This is an optimization exercise on Yosys and OpenROAD, whose aim is small area, a short achievable clock period and few clock cycles per item, not a production implementation.
In this exercise RTL edits were held to simulation tests only and were not proved equivalent to the original.

File: flow/standard.sh
#!/bin/bash
# synth_recipe.tcl (not shown) runs the flow's synth.tcl, then flattens the netlist and writes it again
# the make line also repeats each setting of config.mk as NAME=value (left out here)
make -C /OpenROAD-flow-scripts/flow DESIGN_CONFIG=/design/flow/config.mk WORK_HOME=/design/flow/orfs CLKGATE_MAP_FILE= SYNTH_SCRIPT=/design/flow/synth_recipe.tcl "${@:-finish}"
File: flow/flow/run.sh
#!/bin/bash
# The standard layout (standard.sh) with these changes:
# - synthesis is synth_recipe.tcl with its ABC mapping script replaced by
#   flow/abc_area.script (an area-recovering mapping); everything else in
#   synthesis, the flip-flops included, is as in the standard synthesis,
#   except that no half or full adders are extracted (ADDER_MAP_FILE empty);
# - the port buffers are inserted as the smallest buffer (timing repair
#   upsizes them where needed);
# - clock tree synthesis inserts no dummy loads and uses larger sink clusters.
# Each tool's output goes to standard.log and ORFS's own logs under orfs/logs.
set -e
export MY_ABC_SCRIPT="$PWD/flow/abc_area.script"
{
  echo 'proc abc {args} { set i [lsearch -exact $args -script]; if {$i >= 0} { lset args [expr {$i + 1}] $::env(MY_ABC_SCRIPT) }; yosys abc {*}$args }'
  cat synth_recipe.tcl
} > my_synth.tcl
sed "s#SYNTH_SCRIPT=[^ ]*synth_recipe.tcl#SYNTH_SCRIPT=$PWD/my_synth.tcl#" standard.sh > my_standard.sh
grep -q "my_synth.tcl" my_standard.sh
echo "export SETUP_SLACK_MARGIN = 6.8" >> config.mk
echo "export BUFFER_PORTS_ARGS = -buffer_cell sky130_fd_sc_hd__buf_1" >> config.mk
echo "export CTS_ARGS = -sink_clustering_enable -repair_clock_nets -dont_use_dummy_load -sink_clustering_size 16 -sink_clustering_max_diameter 100" >> config.mk
echo "export ADDER_MAP_FILE =" >> config.mk
bash my_standard.sh > standard.log 2>&1
File: flow/flow/abc_area.script
strash
&get -n
&st
&dch
&nf -R 1000
&put
topo
stime -c
File: flow/config.mk
export PLATFORM = sky130hd
export DESIGN_NAME = ascon
export DESIGN_NICKNAME = ascon
export VERILOG_FILES = /design/flow/design.v
export SDC_FILE = /design/flow/constraint.sdc
export NUM_CORES = 4
export LEC_CHECK = 0
export CAP_MARGIN = 20
export CORE_MARGIN = 2
export CORE_UTILIZATION = 40
export SLEW_MARGIN = 20
export SETUP_SLACK_MARGIN = 6.8
export BUFFER_PORTS_ARGS = -buffer_cell sky130_fd_sc_hd__buf_1
export CTS_ARGS = -sink_clustering_enable -repair_clock_nets -dont_use_dummy_load -sink_clustering_size 16 -sink_clustering_max_diameter 100
export ADDER_MAP_FILE =
File: flow/design.v
`timescale 1ns / 1ps
module ascon_fsm #(
    parameter int G_ROUNDS = 2
) (
    input  logic       clock,
    input  logic       reset_n,
    input  logic       i_sys_enable,
    input  logic       i_start,
    input  logic       i_data_valid,
    output logic       o_run,            
    output logic       o_hold,           
    output logic       o_load,           
    output logic [3:0] o_round,          
    output logic       o_xor_data,       
    output logic       o_xor_key_hi,     
    output logic       o_xor_key_lo,     
    output logic       o_xor_lsb,        
    output logic [7:0] o_constant,       
    output logic       o_want,           
    output logic       o_valid_cipher,
    output logic       o_done
);
    logic       running;                 
    logic [2:0] block;                   
    logic       have;                    
    logic       taken;                   
    logic       n_running;
    logic [3:0] n_round;
    logic [2:0] n_block;
    logic       n_want;
    logic       n_have;
    logic       n_taken;
    logic       n_valid;
    logic       n_done;
    logic       last;
    logic       n_last;
    logic       n_final;
    logic       n_stall;                 
    logic       n_absorb;                
    assign last     = (o_round == 4'(12 - G_ROUNDS));
    assign n_last   = (n_round == 4'(12 - G_ROUNDS));
    assign n_final  = (n_block == 3'd5);
    assign n_stall  = n_running && n_last && !n_final && !n_have;
    assign n_absorb = n_running && n_last && !n_final && n_have;
    logic [3:0] next_round;
    assign next_round = last ? ((block == 3'd4) ? 4'd0 : 4'd6) : (o_round + 4'(G_ROUNDS));
    assign o_constant = o_load ? 8'hF0 : (o_run ? {~next_round, next_round} : 8'h00);
    always_comb begin
        n_running = 1'b1;
        n_round   = o_round;
        n_block   = block;
        n_want    = o_want;
        n_have    = have || taken;
        n_taken   = 1'b0;
        n_valid   = 1'b0;
        n_done    = 1'b0;
        if (o_want && i_data_valid) begin
            n_want  = 1'b0;
            n_taken = 1'b1;
        end
        if (!last) begin
            n_round = o_round + 4'(G_ROUNDS);
        end
        else if (block == 3'd5) begin
            n_running = 1'b0;
            n_done    = 1'b1;
        end
        else if (have) begin
            n_round = (block == 3'd4) ? 4'd0 : 4'd6;
            n_block = block + 3'd1;
            n_have  = 1'b0;
            n_want  = (block != 3'd4);
            n_valid = (block != 3'd0);
        end
    end
    always_ff @(posedge clock or negedge reset_n) begin
        if (!reset_n) begin
            running        <= 1'b0;
            o_round        <= 4'd0;
            block          <= 3'd0;
            o_want         <= 1'b0;
            have           <= 1'b0;
            taken          <= 1'b0;
            o_valid_cipher <= 1'b0;
            o_done         <= 1'b0;
            o_run          <= 1'b0;
            o_hold         <= 1'b0;
            o_load         <= 1'b1;
            o_xor_data     <= 1'b1;
            o_xor_key_hi   <= 1'b1;
            o_xor_key_lo   <= 1'b0;
            o_xor_lsb      <= 1'b0;
        end
        else if (!i_sys_enable || (!running && !i_start)) begin
            running        <= 1'b0;
            o_round        <= 4'd0;
            block          <= 3'd0;
            o_want         <= 1'b0;
            have           <= 1'b0;
            taken          <= 1'b0;
            o_valid_cipher <= 1'b0;
            o_done         <= 1'b0;
            o_run          <= 1'b0;
            o_hold         <= 1'b0;
            o_load         <= 1'b1;
            o_xor_data     <= 1'b1;
            o_xor_key_hi   <= 1'b1;
            o_xor_key_lo   <= 1'b0;
            o_xor_lsb      <= 1'b0;
        end
        else if (!running) begin
            running        <= 1'b1;
            o_round        <= 4'd0;
            block          <= 3'd0;
            o_want         <= 1'b1;
            have           <= 1'b0;
            taken          <= 1'b0;
            o_valid_cipher <= 1'b0;
            o_done         <= 1'b0;
            o_run          <= 1'b1;
            o_hold         <= 1'b0;
            o_load         <= 1'b0;
            o_xor_data     <= 1'b0;
            o_xor_key_hi   <= 1'b0;
            o_xor_key_lo   <= 1'b0;
            o_xor_lsb      <= 1'b0;
        end
        else begin
            running        <= n_running;
            o_round        <= n_round;
            block          <= n_block;
            o_want         <= n_want;
            have           <= n_have;
            taken          <= n_taken;
            o_valid_cipher <= n_valid;
            o_done         <= n_done;
            o_run          <= n_running && !n_stall;
            o_hold         <= n_stall;
            o_load         <= !n_running;
            o_xor_data     <= !n_running || n_absorb;
            o_xor_key_hi   <= !n_running || (n_absorb && (n_block == 3'd4));
            o_xor_key_lo   <= n_running && n_last && ((n_absorb && (n_block == 3'd0)) || n_final);
            o_xor_lsb      <= n_absorb && (n_block == 3'd1);
        end
    end
endmodule
`timescale 1ns / 1ps
module addition_layer
(
    input  logic [  3:0] i_round,
    input  logic [319:0] i_state,
    output logic [319:0] o_state
);
    assign o_state[319:136] = i_state[319:136];
    assign o_state[135:128] = i_state[135:128] ^ {~i_round, i_round};
    assign o_state[127:0]   = i_state[127:0];
endmodule
`timescale 1ns / 1ps
module sbox
(
    input  logic [4:0] i_data,
    output logic [4:0] o_data
);
    logic a0, a1, a2, a3, a4;
    logic b0, b1, b2, b3, b4;
    assign a0 = i_data[4] ^ i_data[0];
    assign a1 = i_data[3];
    assign a2 = i_data[2] ^ i_data[3];
    assign a3 = i_data[1];
    assign a4 = i_data[0] ^ i_data[1];
    assign b0 = a0 ^ (~a1 & a2);
    assign b1 = a1 ^ (~a2 & a3);
    assign b2 = a2 ^ (~a3 & a4);
    assign b3 = a3 ^ (~a4 & a0);
    assign b4 = a4 ^ (~a0 & a1);
    assign o_data[4] = b0 ^ b4;
    assign o_data[3] = b1 ^ b0;
    assign o_data[2] = ~b2;
    assign o_data[1] = b3 ^ b2;
    assign o_data[0] = b4;
endmodule
`timescale 1ns / 1ps
module substitution_layer
(
    input  logic [319:0] i_state,
    output logic [319:0] o_state
);
    for (genvar i = 0; i < 64; i++) begin : g_sbox
        sbox sbox_i (
            .i_data({i_state[256+i], i_state[192+i], i_state[128+i], i_state[64+i], i_state[i]}),
            .o_data({o_state[256+i], o_state[192+i], o_state[128+i], o_state[64+i], o_state[i]})
        );
    end
endmodule
`timescale 1ns / 1ps
module diffusion_layer
(
    input  logic [319:0] i_state,
    output logic [319:0] o_state
);
    logic [63:0] x0, x1, x2, x3, x4;
    assign {x0, x1, x2, x3, x4} = i_state;
    assign o_state[319:256] = x0 ^ {x0[18:0], x0[63:19]} ^ {x0[27:0], x0[63:28]};
    assign o_state[255:192] = x1 ^ {x1[60:0], x1[63:61]} ^ {x1[38:0], x1[63:39]};
    assign o_state[191:128] = x2 ^ {x2[0], x2[63:1]} ^ {x2[5:0], x2[63:6]};
    assign o_state[127:64]  = x3 ^ {x3[9:0], x3[63:10]} ^ {x3[16:0], x3[63:17]};
    assign o_state[63:0]    = x4 ^ {x4[6:0], x4[63:7]} ^ {x4[40:0], x4[63:41]};
endmodule
`timescale 1ns / 1ps
module permutation #(
    parameter int G_ROUNDS = 2
) (
    input  logic [319:0] i_state,
    input  logic [  3:0] i_round,
    input  logic         i_enable,     
    output logic [319:0] o_state
);
    logic [320*(G_ROUNDS+1)-1:0] s;
    assign s[319:0] = i_state;
    for (genvar i = 0; i < G_ROUNDS; i++) begin : g_round
        logic [  3:0] r;
        logic [319:0] added;
        logic [319:0] substituted;
        logic [319:0] gated;
        if ((G_ROUNDS & (G_ROUNDS - 1)) == 0) begin : g_or
            assign r = i_round | 4'(i);
        end
        else begin : g_add
            assign r = i_round + 4'(i);
        end
        if (i == 0) begin : g_no_constant
            assign added = s[320*i+:320];
        end
        else begin : g_constant
            addition_layer addition_layer_i (
                .i_round(r),
                .i_state(s[320*i+:320]),
                .o_state(added)
            );
        end
        substitution_layer substitution_layer_i (
            .i_state(added),
            .o_state(substituted)
        );
        if (i == G_ROUNDS - 1) begin : g_gate
            assign gated = substituted & {320{i_enable}};
        end
        else begin : g_pass
            assign gated = substituted;
        end
        diffusion_layer diffusion_layer_i (
            .i_state(gated),
            .o_state(s[320*(i+1)+:320])
        );
    end
    assign o_state = s[320*G_ROUNDS+:320];
endmodule
`timescale 1ns / 1ps
module ascon
(
    input  logic         clock,
    input  logic         reset_n,
    input  logic         i_sys_enable,
    input  logic         i_start,
    input  logic         i_data_valid,
    input  logic [ 63:0] i_data,
    input  logic [127:0] i_key,
    input  logic [127:0] i_nonce,
    output logic [ 63:0] o_cipher,
    output logic [127:0] o_tag,
    output logic         o_valid_cipher,
    output logic         o_done,
    output logic         o_ready
);
    localparam int K = 1;   
    logic [319:0] state;
    logic [319:0] round_out;
    logic [319:0] mask;
    logic         run;
    logic         hold;
    logic         load;
    logic [  3:0] round;
    logic         xor_data;
    logic         xor_key_hi;
    logic         xor_key_lo;
    logic         xor_lsb;
    logic [  7:0] constant;
    logic         want;
    logic         valid_q;
    logic         done_q;
    permutation #(.G_ROUNDS(K)) permutation_inst (
        .i_state(state),
        .i_round(round),
        .i_enable(run),
        .o_state(round_out)
    );
    assign mask = {
        (i_data & {64{xor_data}}) | (state[319:256] & {64{hold}}),
        (i_key & {128{xor_key_hi}}) | (state[255:128] & {128{hold}}),
        (i_key & {128{xor_key_lo}}) | (i_nonce & {128{load}}) | (state[127:0] & {128{hold}})
    } ^ {184'd0, constant, 127'd0, xor_lsb};
    always_ff @(posedge clock) begin
        state <= round_out ^ mask;
    end
    ascon_fsm #(.G_ROUNDS(K)) ascon_fsm_inst (
        .clock         (clock),
        .reset_n       (reset_n),
        .i_sys_enable  (i_sys_enable),
        .i_start       (i_start),
        .i_data_valid  (i_data_valid),
        .o_run         (run),
        .o_hold        (hold),
        .o_load        (load),
        .o_round       (round),
        .o_xor_data    (xor_data),
        .o_xor_key_hi  (xor_key_hi),
        .o_xor_key_lo  (xor_key_lo),
        .o_xor_lsb     (xor_lsb),
        .o_constant    (constant),
        .o_want        (want),
        .o_valid_cipher(valid_q),
        .o_done        (done_q)
    );
    assign o_cipher       = state[319:256];
    assign o_tag          = state[127:0];
    assign o_valid_cipher = valid_q;
    assign o_done         = done_q;
    assign o_ready        = want;
endmodule
File: flow/constraint.sdc
create_clock -name core_clock -period 10.0 [get_ports {clock}]
set_input_delay 2.0000 -clock core_clock [delete_from_list [all_inputs] [get_ports {clock}]]
set_output_delay 2.0000 -clock core_clock [all_outputs]
set_load 0.01 [all_outputs]
==> report_table.html, run 1 <==
<table>
<tr><th>Metric</th><th>Value</th></tr>
<tr><th colspan="2">Logic synthesis</th></tr>
<tr><td>Leading register cell type out of synthesis</td><td>dfxtp_1</td></tr>
<tr><td>Total number of yosys warnings</td><td>2</td></tr>
<tr><td>Flip-flop and latch count after synthesis</td><td>340</td></tr>
<tr><td>Share of synthesized area occupied by flip-flops and latches</td><td>0.2478</td></tr>
<tr><td>Synth Cell Area</td><td>27890 µm²</td></tr>
<tr><td>Fraction of synthesis flops using an asynchronous set or reset pin</td><td>0.05882</td></tr>
<tr><td>Synthesized netlist cell count</td><td>roughly 3200</td></tr>
<tr><td>EDFF count, synth</td><td>0</td></tr>
<tr><td>Post-synth cell types</td><td>27</td></tr>
<tr><td>Average size of a mapped cell</td><td>8.595 µm²</td></tr>
<tr><td>Nets in the synthesized netlist</td><td>3570</td></tr>
<tr><th colspan="2">STA</th></tr>
<tr><td>Transition time at the pin with the least slew margin</td><td>1.328 ns</td></tr>
<tr><td>Normalized max-slew margin</td><td>0.1107</td></tr>
<tr><td>Maximum clock skew at final layout</td><td>0.03537 ns</td></tr>
<tr><td>Final-report setup violation count</td><td>0</td></tr>
<tr><td>Total Neg Setup Slack</td><td>0 ns</td></tr>
<tr><td>Fmax</td><td>between 300 and 400 MHz</td></tr>
<tr><td>Total count of max-transition violations in the final report</td><td>0</td></tr>
<tr><td>Post-layout minimum cycle time</td><td>3.211 ns</td></tr>
<tr><td>Final period utilization</td><td>0.3211</td></tr>
<tr><td>Number of hold-slack violations in the final timing report</td><td>0</td></tr>
<tr><td>Setup repair after global routing missed its margin</td><td>true</td></tr>
<tr><th colspan="2">Final layout</th></tr>
<tr><td>Most common library cell in the layout ignoring fill and taps</td><td>xnor2_1</td></tr>
<tr><td>Most frequent cells in the layout</td><td>xnor2_1, buf_1, xor2_1</td></tr>
<tr><td>Share of the core filled with cells in the final layout</td><td>0.4549</td></tr>
<tr><td>Total area of multi-input combinational cells</td><td>19590 µm²</td></tr>
<tr><td>Layout Nets</td><td>3972</td></tr>
<tr><td>Final Instance Count excl. Fillers</td><td>~4600</td></tr>
<tr><td>Layout fillers</td><td>7020</td></tr>
<tr><td>Share of post-route cells with drive strength above 1</td><td>0.09849</td></tr>
<tr><td>Final instance area</td><td>31310 µm²</td></tr>
<tr><td>Area occupied by registers</td><td>7401 µm²</td></tr>
<tr><td>Growth of design area from synthesis to finish</td><td>12.25%</td></tr>
<tr><th colspan="2">Clocking</th></tr>
<tr><td># clock sinks</td><td>340</td></tr>
<tr><td>Register clock-pin slew on the reported worst setup and hold paths</td><td>0.09 ns</td></tr>
<tr><td>Clock tree from TritonCTS</td><td>done</td></tr>
<tr><td>Worst-Skew Late Latency</td><td>0.61 ns</td></tr>
<tr><td>Clock tree root driver cell</td><td>clkbuf_16</td></tr>
<tr><td>Clock Path Buffers</td><td>3</td></tr>
<tr><td>Number of buffers added by the clock tree synthesis step</td><td>26</td></tr>
<tr><td>H-tree level count</td><td>1</td></tr>
<tr><th colspan="2">Critical path</th></tr>
<tr><td>Worst path arrival time</td><td>1.21 ns</td></tr>
<tr><td>Maximum fanout encountered on the critical timing path</td><td>6</td></tr>
<tr><td>Req. time, crit path</td><td>8.00 ns</td></tr>
<tr><td>Crit-path slowest cell</td><td>dfxtp_4</td></tr>
<tr><td>Sort of element at the start of the critical path</td><td>flop</td></tr>
<tr><td>CP top delay family</td><td>flip-flops</td></tr>
<tr><td>Critical path class</td><td>reg2out</td></tr>
<tr><td>Cells traversed along the worst timing path</td><td>buf_6</td></tr>
<tr><td>Worst stage delay on the critical path</td><td>between 0.4 and 0.5 ns</td></tr>
<tr><td>Worst path bufs/invs</td><td>1</td></tr>
<tr><td>Crit. End Element</td><td>primary output</td></tr>
<tr><th colspan="2">Placed design</th></tr>
<tr><td>HPWL reported at the end of detailed placement</td><td>~120000 µm</td></tr>
<tr><td>Final Wtd Congestion</td><td>1.047</td></tr>
<tr><td>Number of input and output port buffers inserted</td><td>519</td></tr>
<tr><td>Placed Cells incl. Taps</td><td>about 4500</td></tr>
<tr><td>DP Area</td><td>roughly 30000 µm²</td></tr>
<tr><th colspan="2">Routing</th></tr>
<tr><td>Antenna viol nets, final</td><td>0</td></tr>
<tr><td>Detailed Routing Iterations Pass 1</td><td>7</td></tr>
<tr><td>DRC violation total after the first TritonRoute iteration</td><td>4515</td></tr>
<tr><td>Routed via count</td><td>27220</td></tr>
<tr><td>Total DRC errors in the routed layout</td><td>0</td></tr>
<tr><td>Wire length after detailed routing</td><td>143600 µm</td></tr>
<tr><td>Average via count per standard cell</td><td>a little under 6</td></tr>
<tr><td>Average wire per standard cell</td><td>31.35 µm</td></tr>
<tr><th colspan="2">Floorplanning</th></tr>
<tr><td>Overall die width</td><td>268.1 µm</td></tr>
<tr><td>Die height</td><td>268.1 µm</td></tr>
<tr><td>Floorplan die area</td><td>71850 µm²</td></tr>
<tr><td># rows</td><td>96</td></tr>
<tr><td>Io pins</td><td>520</td></tr>
<tr><td>Starting density of the core</td><td>0.4052</td></tr>
<tr><td>Area of the core region</td><td>68830 µm²</td></tr>
<tr><th colspan="2">Outcome</th></tr>
<tr><td>Outcome</td><td>finished clean</td></tr>
<tr><th colspan="2">Global routing</th></tr>
<tr><td>Global-route wire length before repair</td><td>approximately 190000 µm</td></tr>
<tr><td>Antenna violations before repair</td><td>9</td></tr>
<tr><td>Total gr overflow</td><td>0</td></tr>
<tr><td>Number of global-route vias before repair</td><td>~24000</td></tr>
<tr><td>Largest net degree at the start of global routing</td><td>129</td></tr>
<tr><td>Gr usage total</td><td>0.3860</td></tr>
<tr><th colspan="2">Run</th></tr>
<tr><td>Maxcap violations</td><td>0</td></tr>
<tr><th colspan="2">Worst hold path</th></tr>
<tr><td>Path category of the worst min-delay check</td><td>reg2reg</td></tr>
</table>
-- worst paths after layout --
kind                                       start                      end  slack (ns)  cells past startpoint
setup / recovery                       state[90]                o_tag[90]        6.79                      1
hold / removal             ascon_fsm_inst.o_want     ascon_fsm_inst.taken        0.53                      2
setup reg to reg            ascon_fsm_inst.o_run                state[31]        6.79                      4
hold reg to reg            ascon_fsm_inst.o_want     ascon_fsm_inst.taken        0.53                      2
max in group asynchronous                reset_n     ascon_fsm_inst.o_run        8.27                      1
min in group asynchronous                reset_n  ascon_fsm_inst.block[1]        1.36                      1
-- stage by stage --
stage | setup WS [ns] | hold slack (ns)
after global placement | 6.117 | 0.5191
after CTS | 6.569 | 0.5352
after global routing | 6.791 | 0.5646
final | 6.789 | 0.5345
after floorplan | 6.972 | 0.5130
after detailed placement | 6.254 | 0.5165
-- cells by family (layout without fill, tap and decap cells) --
family / Yosys count / count (layout) / synth area share
AOI/OAI and AO/OA: 855 / 855 / 0.1999
DFF: 340 / 340 / 0.2478
xor gates and xnor gates: 1292 / 1292 / 0.4057
and+or+nand+nor: 564 / 564 / 0.09461
buffers and inverters: 194 / 594 / 0.05195
other: 0 / 4 / 0
-- synthesized netlist by cell type, types with 4 or more instances --
| cell | instances | area [µm²] |
|---|---|---|
| xnor2_1 | 1001 | 8767 |
| dfxtp_1 | 320 | 6406 |
| xor2_1 | 291 | 2549 |
| nand2_1 | 270 | 1013 |
| o21ai_0 | 261 | 1306 |
| a21oi_1 | 203 | 1016 |
| nand2b_1 | 193 | 1207 |
| a22oi_1 | 192 | 1441 |
| buf_4 | 192 | 1441 |
| a222oi_1 | 128 | 1281 |
| nor2_1 | 83 | 311.6 |
| o211ai_1 | 65 | 488.0 |
| dfrtp_1 | 17 | 425.4 |
| nor3_1 | 4 | 20.02 |
-- flip-flops by register name (all words and copies together) (netlist names) --
register                       cells
ascon_fsm_inst.taken               1
state                            320
ascon_fsm_inst.o_xor_data          1
ascon_fsm_inst.o_xor_key_lo        1
ascon_fsm_inst.o_round             4
ascon_fsm_inst.have                1
ascon_fsm_inst.o_load              1
ascon_fsm_inst.o_want              1
ascon_fsm_inst.o_xor_lsb           1
ascon_fsm_inst.o_valid_cipher      1
ascon_fsm_inst.block               3
ascon_fsm_inst.o_done              1
ascon_fsm_inst.o_xor_key_hi        1
ascon_fsm_inst.o_hold              1
ascon_fsm_inst.o_run               1
ascon_fsm_inst.running             1
-- per-layer routing --
metal / wire length (µm) / global-route usage / vias to the layer above
met1: 55430 / 0.5058 / 13020
met4: 9692 / 0.2165 / 10
li1: - / - / 11960
met2: 61300 / 0.5854 / 1913
met3: 17080 / 0.08559 / 316
met5: 58 / 0 / -
-- layout make-up --
cell class                 instances  share of cell area
multi-input combinational       2711              0.6258
antenna                            4           0.0003197
tap                              931             0.03721
clock buffer                      26             0.02078
inverter                           2           0.0002398
timing repair buffer             566             0.07925
sequential                       340              0.2364
-- repair_timing --
action	in CTS	in global routing
buffers inserted	4	6
endpoints found under the setup margin	274	124
hold buffers	0	0
endpoints found under the hold margin	0	0
resized for setup	309	77
Testbench counts, summed over its fixed seeds: cycles 9,416, messages 192.
==> run 2, diff against run 1 <==
--- a/flow/config.mk
+++ b/flow/config.mk
@@ -8,6 +8,7 @@
 export CAP_MARGIN = 20
 export CORE_MARGIN = 2
 export CORE_UTILIZATION = 40
+export GPL_ROUTABILITY_DRIVEN = 0
 export SLEW_MARGIN = 20
 export SETUP_SLACK_MARGIN = 6.8
 export BUFFER_PORTS_ARGS = -buffer_cell sky130_fd_sc_hd__buf_1
==> report_table.html, run 2 <==
<table>
<tr><th>Metric</th><th>Value</th></tr>
<tr><th colspan="2">Global routing</th></tr>
<tr><td>Gr usage total</td><td>0.3842 (was 0.3860)</td></tr>
<tr><td>Global-route wire length before repair</td><td>192900 µm (was 193700 µm)</td></tr>
<tr><td>Number of global-route vias before repair</td><td>24760 (was 24340)</td></tr>
<tr><td>Antenna violations before repair</td><td>7 (was 9)</td></tr>
<tr><td>Total gr overflow</td><td>0 (unchanged)</td></tr>
<tr><td>Largest net degree at the start of global routing</td><td>181 (was 129)</td></tr>
<tr><th colspan="2">Final layout</th></tr>
<tr><td>Most frequent cells in the layout</td><td>xnor2_1, buf_1, xor2_1 (unchanged)</td></tr>
<tr><td>Layout Nets</td><td>3979 (was 3972)</td></tr>
<tr><td>Final instance area</td><td>31400 µm² (was 31310 µm²)</td></tr>
<tr><td>Largest registers</td><td>state: 320 flops, ascon_fsm_inst.o_round: 4 flops, ascon_fsm_inst.block: 3 flops (unchanged)</td></tr>
<tr><td>Largest register by flop count</td><td>state (unchanged)</td></tr>
<tr><td>Growth of design area from synthesis to finish</td><td>12.60% (was 12.25%)</td></tr>
<tr><td>Number of flip-flops under the largest register name</td><td>320 (unchanged)</td></tr>
<tr><td>Most common library cell in the layout ignoring fill and taps</td><td>xnor2_1 (unchanged)</td></tr>
<tr><td>Share of post-route cells with drive strength above 1</td><td>0.1062 (was 0.09849)</td></tr>
<tr><th colspan="2">Logic synthesis</th></tr>
<tr><td>Flip-flop and latch count after synthesis</td><td>340 (unchanged)</td></tr>
<tr><td>Share of synthesized area occupied by flip-flops and latches</td><td>0.2478 (unchanged)</td></tr>
<tr><td>Average size of a mapped cell</td><td>8.595 µm² (unchanged)</td></tr>
<tr><td>Cell taking the most area after synthesis</td><td>xnor2_1 (unchanged)</td></tr>
<tr><td>Synth Cell Area</td><td>27890 µm² (unchanged)</td></tr>
<tr><td>Post-synth cell types</td><td>27 (unchanged)</td></tr>
<tr><td>Leading register cell type out of synthesis</td><td>dfxtp_1 (unchanged)</td></tr>
<tr><td>EDFF count, synth</td><td>0 (unchanged)</td></tr>
<tr><td>Total number of yosys warnings</td><td>2 (unchanged)</td></tr>
<tr><td>Nets in the synthesized netlist</td><td>3570 (unchanged)</td></tr>
<tr><td>Commonest cells in the synthesized netlist</td><td>xnor2_1, dfxtp_1, xor2_1 (unchanged)</td></tr>
<tr><td>Most instantiated library cell after synthesis</td><td>xnor2_1 (unchanged)</td></tr>
<tr><td>Area fraction of the dominant cell type after synthesis</td><td>0.3143 (unchanged)</td></tr>
<tr><td>Cell types with the largest area share after synthesis</td><td>xnor2_1, dfxtp_1, xor2_1 (unchanged)</td></tr>
<tr><td>Fraction of synthesis flops using an asynchronous set or reset pin</td><td>0.05882 (unchanged)</td></tr>
<tr><td>Synthesized netlist cell count</td><td>3245 (unchanged)</td></tr>
<tr><th colspan="2">Routing</th></tr>
<tr><td>Average via count per standard cell</td><td>5.958 (was 5.944)</td></tr>
<tr><td>DRC violation total after the first TritonRoute iteration</td><td>4948 (was 4515)</td></tr>
<tr><td>Average wire per standard cell</td><td>31.29 µm (was 31.35 µm)</td></tr>
<tr><td>Routed via count</td><td>27320 (was 27220)</td></tr>
<tr><td>Antenna viol nets, final</td><td>0 (unchanged)</td></tr>
<tr><td>Detailed Routing Iterations Pass 1</td><td>8 (was 7)</td></tr>
<tr><td>Total DRC errors in the routed layout</td><td>0 (unchanged)</td></tr>
<tr><td>Wire length after detailed routing</td><td>143500 µm (was 143600 µm)</td></tr>
<tr><th colspan="2">STA</th></tr>
<tr><td>Normalized max-slew margin</td><td>0.1419 (was 0.1107)</td></tr>
<tr><td>Transition time at the pin with the least slew margin</td><td>1.287 ns (was 1.328 ns)</td></tr>
<tr><td>Number of hold-slack violations in the final timing report</td><td>0 (unchanged)</td></tr>
<tr><td>Total Neg Setup Slack</td><td>0 ns (unchanged)</td></tr>
<tr><td>Setup repair after global routing missed its margin</td><td>true (unchanged)</td></tr>
<tr><td>Maximum clock skew at final layout</td><td>0.05081 ns (was 0.03537 ns)</td></tr>
<tr><td>Final period utilization</td><td>0.3309 (was 0.3211)</td></tr>
<tr><td>Final-report setup violation count</td><td>0 (unchanged)</td></tr>
<tr><td>Fmax</td><td>302.2 MHz (was 311.4 MHz)</td></tr>
<tr><td>Post-layout minimum cycle time</td><td>3.309 ns (was 3.211 ns)</td></tr>
<tr><td>Total count of max-transition violations in the final report</td><td>0 (unchanged)</td></tr>
<tr><th colspan="2">Clocking</th></tr>
<tr><td>Clock tree root driver cell</td><td>clkbuf_16 (unchanged)</td></tr>
<tr><td># clock sinks</td><td>340 (unchanged)</td></tr>
<tr><td>Register clock-pin slew on the reported worst setup and hold paths</td><td>0.08 ns (was 0.09 ns)</td></tr>
<tr><td>Clock tree from TritonCTS</td><td>done (unchanged)</td></tr>
<tr><td>H-tree level count</td><td>1 (unchanged)</td></tr>
<tr><td>Cts-stage hold buffer count</td><td>0 (unchanged)</td></tr>
<tr><td>Clock Path Buffers</td><td>3 (unchanged)</td></tr>
<tr><td>Worst-Skew Late Latency</td><td>0.62 ns (was 0.61 ns)</td></tr>
<tr><td>Number of buffers added by the clock tree synthesis step</td><td>25 (was 26)</td></tr>
<tr><th colspan="2">Critical path</th></tr>
<tr><td>Crit-path slowest cell</td><td>a222oi_1 (was dfxtp_4)</td></tr>
<tr><td>Critical path class</td><td>in2reg (was reg2out)</td></tr>
<tr><td>Worst stage delay on the critical path</td><td>0.92 ns (was 0.46 ns)</td></tr>
<tr><td>Req. time, crit path</td><td>10.53 ns (was 8.00 ns)</td></tr>
<tr><td>Cells traversed along the worst timing path</td><td>buf_1 -&gt; a222oi_1 -&gt; xor2_1 -&gt; xnor2_1 (was buf_6)</td></tr>
<tr><td>Sort of element at the start of the critical path</td><td>input pin (was flop)</td></tr>
<tr><td>Crit. End Element</td><td>flop (was primary output)</td></tr>
<tr><td>Worst path bufs/invs</td><td>1 (unchanged)</td></tr>
<tr><td>Worst path arrival time</td><td>3.84 ns (was 1.21 ns)</td></tr>
<tr><td>Maximum fanout encountered on the critical timing path</td><td>2 (was 6)</td></tr>
<tr><td>CP top delay family</td><td>compound AO/OA/AOI/OAI gates (was flip-flops)</td></tr>
<tr><th colspan="2">Outcome</th></tr>
<tr><td>Outcome</td><td>finished clean (unchanged)</td></tr>
<tr><th colspan="2">Floorplanning</th></tr>
<tr><td># rows</td><td>96 (unchanged)</td></tr>
<tr><td>Overall die width</td><td>268.1 µm (unchanged)</td></tr>
<tr><td>Io pins</td><td>520 (unchanged)</td></tr>
<tr><td>Floorplan die area</td><td>71850 µm² (unchanged)</td></tr>
<tr><td>Starting density of the core</td><td>0.4052 (unchanged)</td></tr>
<tr><td>Area of the core region</td><td>68830 µm² (unchanged)</td></tr>
<tr><td>Die height</td><td>268.1 µm (unchanged)</td></tr>
<tr><th colspan="2">Placed design</th></tr>
<tr><td>Number of input and output port buffers inserted</td><td>519 (unchanged)</td></tr>
<tr><td>DP Area</td><td>29890 µm² (was 29880 µm²)</td></tr>
<tr><td>HPWL reported at the end of detailed placement</td><td>116400 µm (was 116000 µm)</td></tr>
<tr><th colspan="2">Run</th></tr>
<tr><td>Maxcap violations</td><td>0 (unchanged)</td></tr>
<tr><th colspan="2">Worst hold path</th></tr>
<tr><td>Path category of the worst min-delay check</td><td>reg2reg (unchanged)</td></tr>
</table>
## run 2: cell counts after synthesis
Identical to the previous run, type by type.
## run 2: area by class of cell
cell class | instances | area, µm²
antenna | 3 | 7.507
timing repair buffer | 574 | 2569
clock buffer | 25 | 625.6
fill | 6984 | 37420
inverter | 2 | 7.507
multi-input combinational | 2711 | 19600
tap | 931 | 1165
sequential | 340 | 7427
## run 2: per-layer routing
metal  GRT usage  vias to the layer above  routed length, µm
met5           0                        -                 53
met4      0.2580                        8              11380
met3      0.1003                      365              17750
met2      0.5648                     1909              59560
met1      0.4925                    13070              54750
li1            -                    11980                  -
## run 2: worst reg2reg max path, delay by kind of cell, from the launching register on
kind,cells,cell delay (ns)
buffers and inverters,1,0.69
xor gates and xnor gates,3,1.10
and+or+nand+nor,1,0.59
DFF,1,0.79
## run 2: per-stage QoR
stage | setup slack, ns | util | std cells | hold WS (ns)
detailed placement | 6.221 | 0.4344 | 4541 | 0.5272
finish | 6.691 | 0.4563 | 4586 | 0.5368
global placement | 5.695 | 0.4335 | 4535 | 0.5220
floorplan | 6.972 | - | 3245 | 0.5130
CTS | 6.710 | 0.4518 | 4573 | 0.5437
global route | 6.758 | 0.4562 | 4583 | 0.5671
## run 2: worst paths after layout
path | slack, ns | end | depth (start not counted) | from
max in group asynchronous | 8.26 | ascon_fsm_inst.o_run | 1 | reset_n
min reg2reg | 0.54 | ascon_fsm_inst.taken | 2 | ascon_fsm_inst.o_want
min in group asynchronous | 1.37 | ascon_fsm_inst.o_done | 1 | reset_n
min | 0.54 | ascon_fsm_inst.taken | 2 | ascon_fsm_inst.o_want
max reg2reg | 6.75 | state[164] | 5 | ascon_fsm_inst.o_run
max | 6.69 | state[88] | 4 | i_key[88]
## run 2: cells by family after synthesis
family,share of synthesized area
AO/OA/AOI/OAI,0.1999
buffers and inverters,0.05195
AND/OR/NAND/NOR,0.09461
XOR/XNOR,0.4057
flip-flops,0.2478
## run 2: repair_timing
item	in CTS	in global routing
pin swaps	0	3
buffers inserted	7	9
resized for setup	320	100
endpoints found under the setup margin	191	159
==> run 3, diff against run 2 <==
--- a/flow/design.v
+++ b/flow/design.v
@@ -8,6 +8,7 @@
     input  logic       i_start,
     input  logic       i_data_valid,
     output logic       o_run,            
+    output logic       o_run_n,          
     output logic       o_hold,           
     output logic       o_load,           
     output logic [3:0] o_round,          
@@ -84,6 +85,7 @@
             o_valid_cipher <= 1'b0;
             o_done         <= 1'b0;
             o_run          <= 1'b0;
+            o_run_n        <= 1'b1;
             o_hold         <= 1'b0;
             o_load         <= 1'b1;
             o_xor_data     <= 1'b1;
@@ -101,6 +103,7 @@
             o_valid_cipher <= 1'b0;
             o_done         <= 1'b0;
             o_run          <= 1'b0;
+            o_run_n        <= 1'b1;
             o_hold         <= 1'b0;
             o_load         <= 1'b1;
             o_xor_data     <= 1'b1;
@@ -118,6 +121,7 @@
             o_valid_cipher <= 1'b0;
             o_done         <= 1'b0;
             o_run          <= 1'b1;
+            o_run_n        <= 1'b0;
             o_hold         <= 1'b0;
             o_load         <= 1'b0;
             o_xor_data     <= 1'b0;
@@ -135,6 +139,7 @@
             o_valid_cipher <= n_valid;
             o_done         <= n_done;
             o_run          <= n_running && !n_stall;
+            o_run_n        <= !n_running || n_stall;
             o_hold         <= n_stall;
             o_load         <= !n_running;
             o_xor_data     <= !n_running || n_absorb;
@@ -213,6 +218,7 @@
     input  logic [319:0] i_state,
     input  logic [  3:0] i_round,
     input  logic         i_enable,     
+    input  logic         i_enable_n,   
     output logic [319:0] o_state
 );
     logic [320*(G_ROUNDS+1)-1:0] s;
@@ -243,7 +249,7 @@
             .o_state(substituted)
         );
         if (i == G_ROUNDS - 1) begin : g_gate
-            assign gated = substituted & {320{i_enable}};
+            assign gated = {substituted[319:128] & {192{i_enable}}, substituted[127:0] & ~{128{i_enable_n}}};
         end
         else begin : g_pass
             assign gated = substituted;
@@ -277,6 +283,7 @@
     logic [319:0] round_out;
     logic [319:0] mask;
     logic         run;
+    logic         run_n;
     logic         hold;
     logic         load;
     logic [  3:0] round;
@@ -292,6 +299,7 @@
         .i_state(state),
         .i_round(round),
         .i_enable(run),
+        .i_enable_n(run_n),
         .o_state(round_out)
     );
     assign mask = {
@@ -309,6 +317,7 @@
         .i_start       (i_start),
         .i_data_valid  (i_data_valid),
         .o_run         (run),
+        .o_run_n       (run_n),
         .o_hold        (hold),
         .o_load        (load),
         .o_round       (round),
--- a/flow/config.mk
+++ b/flow/config.mk
@@ -8,7 +8,6 @@
 export CAP_MARGIN = 20
 export CORE_MARGIN = 2
 export CORE_UTILIZATION = 40
-export GPL_ROUTABILITY_DRIVEN = 0
 export SLEW_MARGIN = 20
 export SETUP_SLACK_MARGIN = 6.8
 export BUFFER_PORTS_ARGS = -buffer_cell sky130_fd_sc_hd__buf_1
==> report_table.html, run 3 <==
<table>
<tr><th>Metric</th><th>Value</th></tr>
<tr><th colspan="2">Routing</th></tr>
<tr><td>Total DRC errors in the routed layout</td><td>0 (unchanged)</td></tr>
<tr><td>Wire length after detailed routing</td><td>144200 µm (was 143500 µm)</td></tr>
<tr><td>DRC violation total after the first TritonRoute iteration</td><td>4779 (was 4948)</td></tr>
<tr><td>Average via count per standard cell</td><td>5.875 (was 5.958)</td></tr>
<tr><td>Topmost layer with routed signal wires</td><td>met5 (unchanged)</td></tr>
<tr><td>DR WL met2</td><td>62270 µm (was 59560 µm)</td></tr>
<tr><td>Antenna viol nets, final</td><td>0 (unchanged)</td></tr>
<tr><td>Average wire per standard cell</td><td>30.96 µm (was 31.29 µm)</td></tr>
<tr><td>Detailed Routing Iterations Pass 1</td><td>8 (unchanged)</td></tr>
<tr><td>Met3 Routed Length</td><td>16770 µm (was 17750 µm)</td></tr>
<tr><td>Routed length on met1</td><td>55870 µm (was 54750 µm)</td></tr>
<tr><td>Routed via count</td><td>27350 (was 27320)</td></tr>
<tr><th colspan="2">Floorplanning</th></tr>
<tr><td>Io pins</td><td>520 (unchanged)</td></tr>
<tr><td>Area of the core region</td><td>69910 µm² (was 68830 µm²)</td></tr>
<tr><td>Starting density of the core</td><td>0.4038 (was 0.4052)</td></tr>
<tr><td>Floorplan die area</td><td>72710 µm² (was 71850 µm²)</td></tr>
<tr><td>Overall die width</td><td>269.7 µm (was 268.1 µm)</td></tr>
<tr><td>Die height</td><td>269.7 µm (was 268.1 µm)</td></tr>
<tr><td># rows</td><td>97 (was 96)</td></tr>
<tr><th colspan="2">Run</th></tr>
<tr><td>Maxcap violations</td><td>0 (unchanged)</td></tr>
<tr><th colspan="2">Clocking</th></tr>
<tr><td>Worst-Skew Late Latency</td><td>0.61 ns (was 0.62 ns)</td></tr>
<tr><td>H-tree level count</td><td>1 (unchanged)</td></tr>
<tr><td>Clock Path Buffers</td><td>3 (unchanged)</td></tr>
<tr><td>Clock tree from TritonCTS</td><td>done (unchanged)</td></tr>
<tr><td>Clock tree root driver cell</td><td>clkbuf_16 (unchanged)</td></tr>
<tr><td># clock sinks</td><td>341 (was 340)</td></tr>
<tr><td>Register clock-pin slew on the reported worst setup and hold paths</td><td>0.08 ns (about the same)</td></tr>
<tr><td>Number of buffers added by the clock tree synthesis step</td><td>25 (unchanged)</td></tr>
<tr><th colspan="2">Global routing</th></tr>
<tr><td>Gr usage total</td><td>0.3765 (was 0.3842)</td></tr>
<tr><td>Number of global-route vias before repair</td><td>24710 (was 24760)</td></tr>
<tr><td>Global-route wire length before repair</td><td>194700 µm (was 192900 µm)</td></tr>
<tr><td>Total gr overflow</td><td>0 (unchanged)</td></tr>
<tr><td>Antenna violations before repair</td><td>8 (was 7)</td></tr>
<tr><td>Largest net degree at the start of global routing</td><td>91 (was 181)</td></tr>
<tr><th colspan="2">Logic synthesis</th></tr>
<tr><td>EDFF count, synth</td><td>0 (unchanged)</td></tr>
<tr><td>Most instantiated library cell after synthesis</td><td>xnor2_1 (unchanged)</td></tr>
<tr><td>Synth Cell Area</td><td>28230 µm² (was 27890 µm²)</td></tr>
<tr><td>Synthesized netlist cell count</td><td>3311 (was 3245)</td></tr>
<tr><td>Leading register cell type out of synthesis</td><td>dfxtp_1 (unchanged)</td></tr>
<tr><td>Fraction of synthesis flops using an asynchronous set or reset pin</td><td>0.06158 (was 0.05882)</td></tr>
<tr><td>Cell taking the most area after synthesis</td><td>xnor2_1 (unchanged)</td></tr>
<tr><td>Nets in the synthesized netlist</td><td>3636 (was 3570)</td></tr>
<tr><td>Cell types with the largest area share after synthesis</td><td>xnor2_1, dfxtp_1, xor2_1 (unchanged)</td></tr>
<tr><td>Flip-flop and latch count after synthesis</td><td>341 (was 340)</td></tr>
<tr><td>Post-synth cell types</td><td>32 (was 27)</td></tr>
<tr><td>Area fraction of the dominant cell type after synthesis</td><td>0.3537 (was 0.3143)</td></tr>
<tr><td>Average size of a mapped cell</td><td>8.526 µm² (was 8.595 µm²)</td></tr>
<tr><td>Total number of yosys warnings</td><td>2 (unchanged)</td></tr>
<tr><td>Share of synthesized area occupied by flip-flops and latches</td><td>0.2457 (was 0.2478)</td></tr>
<tr><td>Commonest cells in the synthesized netlist</td><td>xnor2_1, dfxtp_1, nor2_1 (was xnor2_1, dfxtp_1, xor2_1)</td></tr>
<tr><th colspan="2">STA</th></tr>
<tr><td>Post-layout minimum cycle time</td><td>3.236 ns (was 3.309 ns)</td></tr>
<tr><td>Number of hold-slack violations in the final timing report</td><td>0 (unchanged)</td></tr>
<tr><td>Total count of max-transition violations in the final report</td><td>0 (unchanged)</td></tr>
<tr><td>Normalized max-slew margin</td><td>0.1018 (was 0.1419)</td></tr>
<tr><td>Maximum clock skew at final layout</td><td>0.03183 ns (was 0.05081 ns)</td></tr>
<tr><td>Transition time at the pin with the least slew margin</td><td>1.342 ns (was 1.287 ns)</td></tr>
<tr><td>Total Neg Setup Slack</td><td>0 ns (unchanged)</td></tr>
<tr><td>Setup repair after global routing missed its margin</td><td>true (unchanged)</td></tr>
<tr><td>Final-report setup violation count</td><td>0 (unchanged)</td></tr>
<tr><td>Final period utilization</td><td>0.3236 (was 0.3309)</td></tr>
<tr><td>Fmax</td><td>309.0 MHz (was 302.2 MHz)</td></tr>
<tr><th colspan="2">Final layout</th></tr>
<tr><td>Layout fillers</td><td>7237 (was 6984)</td></tr>
<tr><td>Area occupied by registers</td><td>7457 µm² (was 7427 µm²)</td></tr>
<tr><td>Layout Nets</td><td>4038 (was 3979)</td></tr>
<tr><td>Largest register by flop count</td><td>state (unchanged)</td></tr>
<tr><td>Largest registers</td><td>state: 320 flops, ascon_fsm_inst.o_round: 4 flops, ascon_fsm_inst.block: 3 flops (unchanged)</td></tr>
<tr><td>Final Instance Count excl. Fillers</td><td>4656 (was 4586)</td></tr>
<tr><td>Growth of design area from synthesis to finish</td><td>12.13% (was 12.60%)</td></tr>
<tr><td>Total area of multi-input combinational cells</td><td>19890 µm² (was 19600 µm²)</td></tr>
<tr><td>Most frequent cells in the layout</td><td>xnor2_1, buf_1, nor2_1 (was xnor2_1, buf_1, xor2_1)</td></tr>
<tr><td>Share of post-route cells with drive strength above 1</td><td>0.09539 (was 0.1062)</td></tr>
<tr><td>Most common library cell in the layout ignoring fill and taps</td><td>xnor2_1 (unchanged)</td></tr>
<tr><td>Number of flip-flops under the largest register name</td><td>320 (unchanged)</td></tr>
<tr><th colspan="2">Critical path</th></tr>
<tr><td>Critical path class</td><td>reg2reg (was in2reg)</td></tr>
<tr><td>Maximum fanout encountered on the critical timing path</td><td>64 (was 2)</td></tr>
<tr><td>Req. time, crit path</td><td>10.46 ns (was 10.53 ns)</td></tr>
<tr><td>Sort of element at the start of the critical path</td><td>flop (was input pin)</td></tr>
<tr><td>Worst path arrival time</td><td>3.70 ns (was 3.84 ns)</td></tr>
<tr><td>Crit. End Element</td><td>flop (unchanged)</td></tr>
<tr><th colspan="2">Placed design</th></tr>
<tr><td>Placed Cells incl. Taps</td><td>4618 (was 4541)</td></tr>
<tr><td>Number of input and output port buffers inserted</td><td>519 (unchanged)</td></tr>
<tr><td>HPWL reported at the end of detailed placement</td><td>117000 µm (was 116400 µm)</td></tr>
<tr><td>Final Wtd Congestion</td><td>1.053</td></tr>
<tr><th colspan="2">Worst hold path</th></tr>
<tr><td>Path category of the worst min-delay check</td><td>reg2reg (unchanged)</td></tr>
<tr><th colspan="2">Outcome</th></tr>
<tr><td>Outcome</td><td>finished clean (unchanged)</td></tr>
</table>
## run 3: cells by family after synthesis
family,synth area share
AND/OR/NAND/NOR,0.1152
flip-flops,0.2457
AO/OA/AOI/OAI,0.1688
buffers and inverters,0.05159
multiplexers,0.0003546
XOR/XNOR,0.4182
## run 3: final timing paths
| path | startpoint | end | slack [ns] | cells after the start |
|---|---|---|---|---|
| worst max-delay path | ascon_fsm_inst.o_hold | state[61] | 6.76 | 5 |
| worst min-delay path | ascon_fsm_inst.o_want | ascon_fsm_inst.taken | 0.54 | 2 |
| worst max register to register | ascon_fsm_inst.o_hold | state[61] | 6.76 | 5 |
| worst min register to register | ascon_fsm_inst.o_want | ascon_fsm_inst.taken | 0.54 | 2 |
| max in group asynchronous | reset_n | ascon_fsm_inst.o_xor_key_lo | 8.26 | 1 |
| min in group asynchronous | reset_n | ascon_fsm_inst.o_want | 1.36 | 1 |
## run 3: cell type report
type / instances / share of cell area
Antenna cell: 5 / 0.0003953
Timing Repair Buffer: 567 / 0.07799
Multi-Input combinational cell: 2774 / 0.6285
Inverter: 4 / 0.0006325
Sequential cell: 341 / 0.2356
Clock buffer: 25 / 0.01977
Tap cell: 940 / 0.03716
## run 3: stage by stage
| stage | hold slack [ns] | area (µm²) | setup slack (ns) | utilization |
|---|---|---|---|---|
| after floorplan | 0.5295 | 28240 | 6.975 | - |
| after global placement | 0.5227 | 30220 | 5.874 | 0.4323 |
| after detailed placement | 0.5263 | 30250 | 6.481 | 0.4327 |
| after CTS | 0.5413 | 31350 | 6.681 | 0.4484 |
| after global routing | 0.5641 | 31640 | 6.792 | 0.4526 |
| final | 0.5423 | 31650 | 6.764 | 0.4528 |
## run 3: routing by layer
metal / vias up / global-route usage
met1: 13210 / 0.4982
met4: 10 / 0.2025
met5: - / 0
met2: 1829 / 0.5720
li1: 11980 / -
met3: 325 / 0.07917
## run 3: what timing repair did
action	in CTS	in global routing
hold buffers	0	0
setup endpoints to repair	242	120
resized for setup	289	97
buffers inserted	2	6
## run 3: worst max-delay path, stage by stage (launching register included)
cell	delay (ns)
dfrtp_4	0.72
buf_6	0.37
buf_4	0.40
a222oi_1	0.93
xnor2_1	0.37
xnor2_1	0.21
Testbench counts of run 3, summed over its fixed seeds: cycles 9,416, messages 192.

-- re-timing with driven ports --
How much do the figures lean on ideal ports? The routed layouts below were timed once more, with nothing changed but the port constraints.
Step 1, drivers: a clkbuf_16 drives clock and a buf_2 each remaining input, both assumed.
Step 2 times the ports against the registers' clock, not the clock port: input delays grow and output delays shrink by t, the midpoint of the rising clock arrivals with the driver on.
a / b / c = ideal / step 1 / step 2; a / b = the first two.
run | shift t [ns] | setup slack, ns | clock arrival spread, ns | slew at the worst register clock pin (ns) | cell pins on the clock port's net
run 1 | 0.660 | 6.789 / 6.722 / 6.185 | 0.036 / 0.036 | 0.09 / 0.09 | 1
run 2 | 0.661 | 6.691 / 6.709 / 6.070 | 0.051 / 0.051 | 0.09 / 0.09 | 1
run 3 | 0.659 | 6.764 / 6.727 / 6.310 | 0.032 / 0.033 | 0.09 / 0.09 | 1
After both steps every run listed still meets setup and hold. The setup slack of run 2, which loses most, moves by +0.018 ns with the drivers and by -0.621 ns with both steps.
